Source: an optimization exercise on an open RTL-to-GDS flow (aim: small area and a short achievable clock period). Production flows keep margins and buffers that such runs may drop.
Only simulation tests tie the RTL to the original design; equivalence was not proved.
No activity file was given, so power comes from the tool's default toggle rates.

Design PipelineMips, start of the top module:
module PipelineMips(clk, reset, imem_addr, imem_data, dmem_we, dmem_re, dmem_addr, dmem_wdata, dmem_rdata);
  input clk, reset;
  output wire [31:0] imem_addr;
  input [31:0] imem_data;
  output wire dmem_we, dmem_re;
  output wire [31:0] dmem_addr, dmem_wdata;
  input [31:0] dmem_rdata;
  integer i;
  reg [31:2] pc;                             
  reg [31:2] if_pc4;                         
  reg [31:0] if_inst;
  reg        if_z;                           
  reg [31:0] if_g1, if_g2;                   
  reg        ex_regdst;                      
  reg        ex_sub, ex_r_and, ex_r_or, ex_r_sum, ex_r_slt;  
  reg        ex_mr, ex_mw, ex_rw;
  reg [31:0] ex_a, ex_b;                     
  reg [15:0] ex_imm;
  reg [4:0]  ex_rt;
  reg        as_mem, as_wb, as_reg;          
  reg        bs_imm, bs_mem, bs_wb, bs_reg;  
  reg        fb_mem, fb_wb;                  
  reg        id_sel1, id_sel2, id_byp1, id_byp2;  
  reg        id_byp0;                        
  reg        mem_mr, mem_mw, mem_rw;         
  reg        mem_mr2;
  reg [31:0] mem_res, mem_wd;                
  reg [4:0]  mem_rd;
  reg        wb_rw;                          
  reg [31:0] wb_wd;
  reg [4:0]  wb_rd;
  reg [31:0] rf [0:31];
  reg [31:0] rf_v;
  wire [31:0] inst  = if_inst & {32{~if_z}};
  wire [5:0] opcode = inst[31:26];
  wire [5:0] func   = inst[5:0];
  wire [4:0] rs     = inst[25:21];
  wire [4:0] rt     = inst[20:16];
  wire [15:0] imm   = inst[15:0];
  wire op_r    = (opcode == 6'b000000);
  ...
export LEC_CHECK = 0
export CAP_MARGIN = 30
export CORE_MARGIN = 2
export CORE_UTILIZATION = 55
export SLEW_MARGIN = 30
create_clock -name core_clock -period 12.0 [get_ports {clk}]
standard.sh (not shown) runs the stock make flow with config.mk's settings and CLKGATE_MAP_FILE= SYNTH_SCRIPT=/design/flow/synth_recipe.tcl, a recipe that flattens the netlist after the stock synthesis.
==> flow/flow/run.sh <==
#!/bin/bash
# Layout flow: the standard ORFS flow (standard.sh) with
#  - plain buf_2 port buffers instead of delay buffers;
#  - a clock tree of clkbuf_16 with larger clusters and no dummy loads.
# The make output goes to flow.log here; ORFS writes each step's log under orfs/logs.
set -euo pipefail
export SETUP_SLACK_MARGIN=8.5
export TNS_END_PERCENT=10
export BUFFER_PORTS_ARGS="-buffer_cell sky130_fd_sc_hd__buf_2"
export CTS_ARGS="-sink_clustering_enable -repair_clock_nets -dont_use_dummy_load -buf_list sky130_fd_sc_hd__clkbuf_16 -sink_clustering_size 25 -sink_clustering_max_diameter 70"
bash standard.sh > flow.log 2>&1
Then changed:
--- a/flow/design.v
+++ b/flow/design.v
@@ -49,19 +49,22 @@
   wire c_aluop1 = op_r | op_andi;
   wire c_aluop0 = op_andi | op_beq | op_bne;
   wire c_regdst = op_r;
   wire c_mr     = op_lw;
   wire c_mw     = op_sw;
   wire c_rw     = op_r | op_addi | op_andi | op_lw;
   wire br       = op_beq | op_bne;
+  wire [4:0] rs_r = if_inst[25:21];
+  wire [4:0] rt_r = if_inst[20:16];
+  wire br_r = (if_inst[31:27] == 5'b00010);    
   wire [4:0] ex_rdf = ex_imm[15:11];         
-  wire hz1 = ex_mr & ((ex_rt == rs) | (ex_rt == rt)) & (ex_rt != 5'd0);
-  wire hz2 = mem_mr & br & ((mem_rd == rs) | (mem_rd == rt)) & (mem_rd != 5'd0);
-  wire hz3 = ex_rw & br & ((ex_rdf == rs) | (ex_rdf == rt)) & (ex_rdf != 5'd0);
-  wire stall = hz1 | hz2 | hz3;
+  wire hz1 = ex_mr & ((ex_rt == rs_r) | (ex_rt == rt_r)) & (ex_rt != 5'd0);
+  wire hz2 = mem_mr & br_r & ((mem_rd == rs_r) | (mem_rd == rt_r)) & (mem_rd != 5'd0);
+  wire hz3 = ex_rw & br_r & ((ex_rdf == rs_r) | (ex_rdf == rt_r)) & (ex_rdf != 5'd0);
+  wire stall = ~if_z & (hz1 | hz2 | hz3);
   reg [31:0] rd1, rd2;
   always @* begin
     rd1 = 32'd0;
     rd2 = 32'd0;
     for (i = 0; i < 32; i = i + 1) begin
       rd1 = rd1 | ({32{if_g1[i]}} & rf[i]);
       rd2 = rd2 | ({32{if_g2[i]}} & rf[i]);
@@ -79,31 +82,30 @@
   wire [31:0] op1 = ({32{s1_mem}} & mem_res) | ({32{s1_wb}} & wb_wd) | ({32{s1_r0}} & rf0) | ({32{s1_rf}} & rd1);
   wire [31:0] op2 = ({32{s2_mem}} & mem_res) | ({32{s2_wb}} & wb_wd) | ({32{s1_r0}} & rf0) | ({32{s2_rf}} & rd2);
   wire equal = (op1 == op2);
   wire csel_eq = ~stall & ~op_beq;
   wire csel_ne = ~stall & ~op_bne;
   wire [31:0] rf_w = {31'd0, wb_rw} << wb_rd;
   wire [31:0] rf_vn = rf_v | rf_w;
-  wire [4:0] h_rs = stall ? rs : imem_data[25:21];
-  wire [4:0] h_rt = stall ? rt : imem_data[20:16];
+  wire [4:0] h_rs = stall ? rs_r : imem_data[25:21];
+  wire [4:0] h_rt = stall ? rt_r : imem_data[20:16];
   wire [31:0] g1_next = (32'd1 << h_rs) & rf_vn;
   wire [31:0] g2_next = (32'd1 << h_rt) & rf_vn;
   wire [31:2] jt   = {if_pc4[31:28], inst[25:0]};
   wire [31:2] bt   = if_pc4 + {{14{imm[15]}}, imm};
   wire [31:2] pc_nt = op_j ? jt : if_pc4;
   wire [31:2] pc_eq = op_beq ? bt : pc_nt;
   wire [31:2] pc_ne = op_bne ? bt : pc_nt;
   wire [31:2] pc_next = equal ? pc_eq : pc_ne;
-  wire z_hold = stall & if_z;
-  wire z_next = equal ? (op_beq | z_hold) : (op_bne | z_hold);
+  wire z_next = equal ? op_beq : op_bne;     
   wire [4:0] n_exmem_rd = ex_regdst ? ex_rdf : ex_rt;
-  wire c1 = ex_rw & (n_exmem_rd != 5'd0) & (n_exmem_rd == rs);
-  wire c2 = ex_rw & (n_exmem_rd != 5'd0) & (n_exmem_rd == rt);
-  wire c3 = mem_rw & (mem_rd != 5'd0) & (mem_rd == rs);
-  wire c4 = mem_rw & (mem_rd != 5'd0) & (mem_rd == rt);
+  wire c1 = ~if_z & ex_rw & (n_exmem_rd != 5'd0) & (n_exmem_rd == rs_r);
+  wire c2 = ~if_z & ex_rw & (n_exmem_rd != 5'd0) & (n_exmem_rd == rt_r);
+  wire c3 = ~if_z & mem_rw & (mem_rd != 5'd0) & (mem_rd == rs_r);
+  wire c4 = ~if_z & mem_rw & (mem_rd != 5'd0) & (mem_rd == rt_r);
   wire n_fa_mem = c1;
   wire n_fb_mem = ~c1 & c2;
   wire n_fa_wb  = ~c1 & ~c2 & c3;
   wire n_fb_wb  = ~c1 & ~c2 & ~c3 & c4;
   wire [5:0] n_func = imem_data[5:0];
   reg [2:0] n_ctl;
   always @* begin
@@ -126,18 +128,18 @@
   wire n_fany  = c1 | c2 | c3 | c4;
   wire nmem_ok = ex_rw & (n_exmem_rd != 5'd0) & ~n_fany;
   wire tempB_n = c_rw & ((rdf == f_rs) | (rdf == f_rt)) & (rdf != 5'd0);
   wire sel1_n = nmem_ok & ~tempB_n & (n_exmem_rd == f_rs);
   wire sel2_n = nmem_ok & ~tempB_n & (n_exmem_rd == f_rt) & ~(n_exmem_rd == f_rs);
   wire byp1_n = mem_rw & (mem_rd == f_rs);
   wire byp2_n = mem_rw & (mem_rd == f_rt);
-  wire sel1_s = nmem_ok & (n_exmem_rd == rs);
-  wire sel2_s = nmem_ok & (n_exmem_rd == rt) & ~(n_exmem_rd == rs);
-  wire byp1_s = mem_rw & (mem_rd == rs);
-  wire byp2_s = mem_rw & (mem_rd == rt);
+  wire sel1_s = nmem_ok & (n_exmem_rd == rs_r);
+  wire sel2_s = nmem_ok & (n_exmem_rd == rt_r) & ~(n_exmem_rd == rs_r);
+  wire byp1_s = mem_rw & (mem_rd == rs_r);
+  wire byp2_s = mem_rw & (mem_rd == rt_r);
   wire sel1_ns = stall ? sel1_s : sel1_n;
   wire sel2_ns = stall ? sel2_s : sel2_n;
   wire byp1_ns = stall ? byp1_s : byp1_n;
   wire byp2_ns = stall ? byp2_s : byp2_n;
   wire [31:0] ext = {{16{ex_imm[15]}}, ex_imm};
   wire [31:0] alu_a = ({32{as_mem}} & mem_res) | ({32{as_wb}} & wb_wd) | ({32{as_reg}} & ex_a);
   wire [31:0] alu_b = ({32{bs_imm}} & ext) | ({32{bs_mem}} & mem_res) | ({32{bs_wb}} & wb_wd) | ({32{bs_reg}} & ex_b);
What happened:
- The new run passed the timing, design-rule and antenna checks
- synthesized cell count decreases by 1.6%
- critical path depth shrinks by 2
- worst hold slack improved by 0.064 ns
- sequential share of layout area came out lower by 0.52 points
- clock power shrinks by about 4%
- non-clock buffer count increases by 82
- power goes down by 0.34%
- synthesized area goes down by 0.38%
- worst setup slack improves by 0.12 ns
- cell area rose by 1.2%
- via count went up by 1.4%
- register-to-register slack gets better by 0.12 ns
- global-route usage fell by 1.5 points

-- static timing again, ports no longer ideal --
No port has a modelled driver above. Below, the same layouts with a new extraction and two added sets of constraints. Step 1 assumes that a clkbuf_16 drives the clock port and a buf_2 every other input. Step 2 also shifts input and output timing later by t, the mid clock arrival at the registers, as if the neighbouring blocks saw the same clock. Three values: ideal ports, drivers, drivers and shift; two values: the first two.
| run | t, ns | setup WS [ns] | hold WS [ns] |
|---|---|---|---|
| the first run | 0.780 | 7.768 / 7.768 / 7.768 | 0.343 / 0.343 / 0.343 |
| the second run | 0.777 | 7.888 / 7.888 / 7.811 | 0.408 / 0.408 / 0.408 |
After both steps setup and hold are still met in every run listed. The setup slack of the second run, which loses most, moves by 0.000 ns with the drivers and by -0.077 ns with both steps.
